Background: an optimization exercise with open tools, aiming at small area, a short achievable clock period and few clock cycles per item. Do not read the settings as production practice.
In this exercise RTL edits were held to simulation tests only and were not proved equivalent to the original.

## before
// PixelSolverMultiCore
module PixelSolverMultiCore (
  input               io_cmd_valid,
  output              io_cmd_ready,
  input      [27:0]   io_cmd_payload_x,
  input      [27:0]   io_cmd_payload_y,
  output              io_rsp_valid,
  input               io_rsp_ready,
  output     [5:0]    io_rsp_payload_iteration,
  input               clk,
  input               reset
);
  wire        cmd_in = io_cmd_valid & rdy;
  reg  [21:0] bx, by;
  reg         bbig, bcornerhi;
  wire        ld;
  reg         bv, rdy;
  wire        bv_n = bv ? ~ld : (cmd_in & ~ld);
  assign io_cmd_ready = rdy;
  always @(posedge clk or posedge reset) begin
    if (reset) begin
      bv <= 1'b0; rdy <= 1'b0;
    end else begin
      bv <= bv_n; rdy <= ~bv_n;
    end
  end
  always @(posedge clk) begin
    if (!bv) begin
      bx <= io_cmd_payload_x[21:0];
      by <= io_cmd_payload_y[21:0];
      bbig <= (io_cmd_payload_x[27:21] != {7{io_cmd_payload_x[21]}}) |
              (io_cmd_payload_y[27:21] != {7{io_cmd_payload_y[21]}});
      bcornerhi <= (io_cmd_payload_x[27:21] == 7'h40) & (io_cmd_payload_y[27:21] == 7'h40);
    end
  end
  reg  [3:0]  head, tail;
  reg  [7:0]  rob_v;
  reg  [5:0]  rob_d [0:7];
  wire robfull = (tail[3] != head[3]) & (tail[2:0] == head[2:0]);
  reg         v1, new1;
  reg  [21:0] x1, y1, x01, y01;
  reg  [21:0] sx1, sy1;
  reg  [5:0]  it1;
  reg  [2:0]  tag1;
  wire [21:0] x0s = new1 ? bx : x01;
  wire [21:0] y0s = new1 ? by : y01;
  wire [43:0] a0, a1, b0, b1;
  wire [44:0] p0, p1;
  dp1 u_dp1 (.x(x1), .y(y1), .x0(x0s), .y0(y0s),
             .a0(a0), .a1(a1), .b0(b0), .b1(b1), .p0(p0), .p1(p1));
  reg         v2, fd2;
  reg  [43:0] a0r, a1r, b0r, b1r;
  reg  [44:0] p0r, p1r;
  reg  [21:0] x02, y02;
  reg  [21:0] sx2, sy2;
  reg         cyc2;
  reg  [5:0]  it2;
  reg  [2:0]  tag2;
  ...
clock: 17.0 ns
lec_check: 0
abc_area: 1
cap_margin: 20
core_margin: 2
core_utilization: 65
cts_cluster_diameter: 80
cts_cluster_size: 25
slew_margin: 20
standard.sh (not shown) runs the stock make flow with config.mk's settings and CLKGATE_MAP_FILE= SYNTH_SCRIPT=/design/flow/synth_recipe.tcl, a recipe that flattens the netlist after the stock synthesis.
==> flow/flow/run.sh <==
#!/bin/bash
# Layout flow: the standard synthesis, then an inverter-polarity pass on the
# synthesized netlist (flow/invopt.py: full adders are self-dual, so most
# inverters between them can go), then the standard ORFS layout with
# repair_timing asked to over-fix setup by a margin, so that the layout is
# optimised below the design's clock period.
set -euo pipefail
HERE=$(pwd)
RES=$HERE/orfs/results/$FLOW_PLATFORM/PixelSolverMultiCore/base
bash standard.sh "$RES/1_2_yosys.v" > flow_synth.log 2>&1
cp "$RES/1_2_yosys.v" "$HERE/synth_standard.v"
python3 flow/invopt.py "$HERE/synth_standard.v" "$RES/1_2_yosys.v" > flow_invopt.log 2>&1
export SETUP_SLACK_MARGIN=12.5
bash standard.sh > flow_make.log 2>&1
Other scripts of this flow, unchanged in this note and not shown: flow/flow/invopt.py
Testbench counts of before, summed over its fixed seeds: cycles 113,812, items 7,200.
### before -> after
- ABC_AREA: 1 -> unset
diff --git a/flow/flow/run.sh b/flow/flow/run.sh
--- a/flow/flow/run.sh
+++ b/flow/flow/run.sh
@@ -11,4 +11,4 @@
 cp "$RES/1_2_yosys.v" "$HERE/synth_standard.v"
 python3 flow/invopt.py "$HERE/synth_standard.v" "$RES/1_2_yosys.v" > flow_invopt.log 2>&1
-export SETUP_SLACK_MARGIN=12.5
+export SETUP_SLACK_MARGIN=12.4
 bash standard.sh > flow_make.log 2>&1
| vias after detailed routing | higher: after |. The core of after is more densely filled than that of before. As of after, die area had risen by a little under 10% compared to before. after ended with every stage complete and zero timing, DRC or antenna violations. Final instance count without filler cells delta for after relative to before: 450 higher.


Another version of the RTL of PixelSolverMultiCore (not shown whole).
Size: ~4900 cells after synthesis, about 68 I/O pins.
export LEC_CHECK = 0
export ABC_AREA = 1
export CAP_MARGIN = 20
export CORE_MARGIN = 2
export CORE_UTILIZATION = 55
export SLEW_MARGIN = 20
create_clock -name core_clock -period 17.0 [get_ports {clk}]
==> flow/flow/run.sh <==
#!/bin/bash
# Layout flow: the standard synthesis, then an inverter-polarity pass on the
# synthesized netlist (flow/invopt.py: full adders are self-dual, so most
# inverters between them can go), then the standard ORFS layout with
# repair_timing asked to over-fix setup by a margin, so that the layout is
# optimised below the design's clock period.
set -euo pipefail
HERE=$(pwd)
RES=$HERE/orfs/results/$FLOW_PLATFORM/PixelSolverMultiCore/base
bash standard.sh "$RES/1_2_yosys.v" > flow_synth.log 2>&1
cp "$RES/1_2_yosys.v" "$HERE/synth_standard.v"
python3 flow/invopt.py "$HERE/synth_standard.v" "$RES/1_2_yosys.v" > flow_invopt.log 2>&1
export SETUP_SLACK_MARGIN=12.3
bash standard.sh > flow_make.log 2>&1
Other scripts of this flow, unchanged in this note and not shown: flow/flow/invopt.py
Testbench counts at the start, summed over its fixed seeds: cycles 114,659, items 7,200.
Change:
CTS_CLUSTER_DIAMETER = 70   (was unset)
CTS_CLUSTER_SIZE = 20   (was unset)
Count of clock-buffer cells in the layout is lower by 37.
Utilization is lower by 0.76 points.
Clock skew is higher by 0.024 ns.
Register-to-register slack stays flat.
Design area is lower by 1.2%.
Synthesized area does not change.
Worst setup slack loses 0.056 ns.


sierra:
PixelSolverMultiCore, a different RTL version from the one above (not shown whole).
For scale: ~5,000 cells after synthesis, about 68 I/O pins, about 0.048 mm2 of cells after synthesis.
==> flow/config.mk <==
export PLATFORM = sky130hd
export DESIGN_NAME = PixelSolverMultiCore
export DESIGN_NICKNAME = PixelSolverMultiCore
export VERILOG_FILES = /design/flow/design.v
export SDC_FILE = /design/flow/constraint.sdc
export NUM_CORES = 4
export LEC_CHECK = 0
export ABC_AREA = 1
export CAP_MARGIN = 20
export CORE_MARGIN = 2
export CORE_UTILIZATION = 55
export CTS_CLUSTER_DIAMETER = 70
export CTS_CLUSTER_SIZE = 20
export SLEW_MARGIN = 20
==> flow/constraint.sdc <==
create_clock -name core_clock -period 17.0 [get_ports {clk}]
set_input_delay 3.4000 -clock core_clock [delete_from_list [all_inputs] [get_ports {clk}]]
set_output_delay 3.4000 -clock core_clock [all_outputs]
set_load 0.01 [all_outputs]
==> flow/flow/run.sh <==
#!/bin/bash
# Layout flow: the standard synthesis, then an inverter-polarity pass on the
# synthesized netlist (flow/invopt.py: full adders are self-dual, so most
# inverters between them can go), then the standard ORFS layout with
# repair_timing asked to over-fix setup by a margin, so that the layout is
# optimised below the design's clock period.
set -euo pipefail
HERE=$(pwd)
RES=$HERE/orfs/results/$FLOW_PLATFORM/PixelSolverMultiCore/base
bash standard.sh "$RES/1_2_yosys.v" > flow_synth.log 2>&1
cp "$RES/1_2_yosys.v" "$HERE/synth_standard.v"
python3 flow/invopt.py "$HERE/synth_standard.v" "$RES/1_2_yosys.v" > flow_invopt.log 2>&1
export SETUP_SLACK_MARGIN=12.3
export REMOVE_ABC_BUFFERS=1
bash standard.sh > flow_make.log 2>&1
Other scripts of this flow, unchanged in this note and not shown: flow/flow/invopt.py
Testbench counts of sierra, summed over its fixed seeds: cycles 114,659, items 7,200.
Edits applied to the flow inputs when going from sierra to raven:
--- a/flow/flow/run.sh
+++ b/flow/flow/run.sh
@@ -14 +13,0 @@
-export REMOVE_ABC_BUFFERS=1
### Flow results
- Between sierra and raven, pin count of the biggest net entering global routing is lower for sierra, raven comes in above that.
- For utilization, sierra and raven come out practically identical.
- raven: count of clock buffers in the final design is 4 higher than what sierra reported.
- Compared with sierra, in raven flip-flop and latch share of the layout cell area held, global routing usage on met3 increased 2.3 points, logic depth of the worst setup path including buffers fell 8, combined global-route utilization of all metal layers higher, worst setup skew after layout moved down.
- For cell area, sierra and raven come out practically identical.
- Diff sierra..raven | area of the multi-input gates | negligible

afterwards: timing with drivers on the ports:
No port has a modelled driver above. Below, the same layouts with a new extraction and two added sets of constraints. Step 1 (the two cells are an assumption about what drives the block):
set clk [get_ports {clk}]
set_driving_cell -lib_cell sky130_fd_sc_hd__clkbuf_16 $clk
set_driving_cell -lib_cell sky130_fd_sc_hd__buf_2 [delete_from_list [all_inputs] $clk]
Step 2 adds t to the input delays and takes it off the output delays; t is the mean of the earliest and latest rising clock arrival at the registers after step 1. Input paths then give back, and output paths get back, about the clock's delay inside the block. Three values: ideal, step 1, step 2; two values: the first two.
| run | t, ns | setup WS [ns] | worst slew at a driven data input, ns |
|---|---|---|---|
| before | 0.694 | 12.423 / 12.356 / 11.964 | 0.04 |
| after | 0.689 | 12.219 / 12.219 / 11.957 | 0.04 |
| the first run of note 2 | 0.698 | 12.325 / 12.277 / 11.674 | 0.08 |
| the second run of note 2 | 0.709 | 12.269 / 12.238 / 11.586 | 0.07 |
| sierra | 0.697 | 12.273 / 12.273 / 11.825 | 0.05 |
| raven | 0.708 | 12.350 / 12.284 / 11.731 | 0.06 |
After both steps setup and hold are still met in every run listed. For the second run of note 2, which loses most, drivers alone change the setup slack by -0.031 ns; drivers and shift together by -0.683 ns.
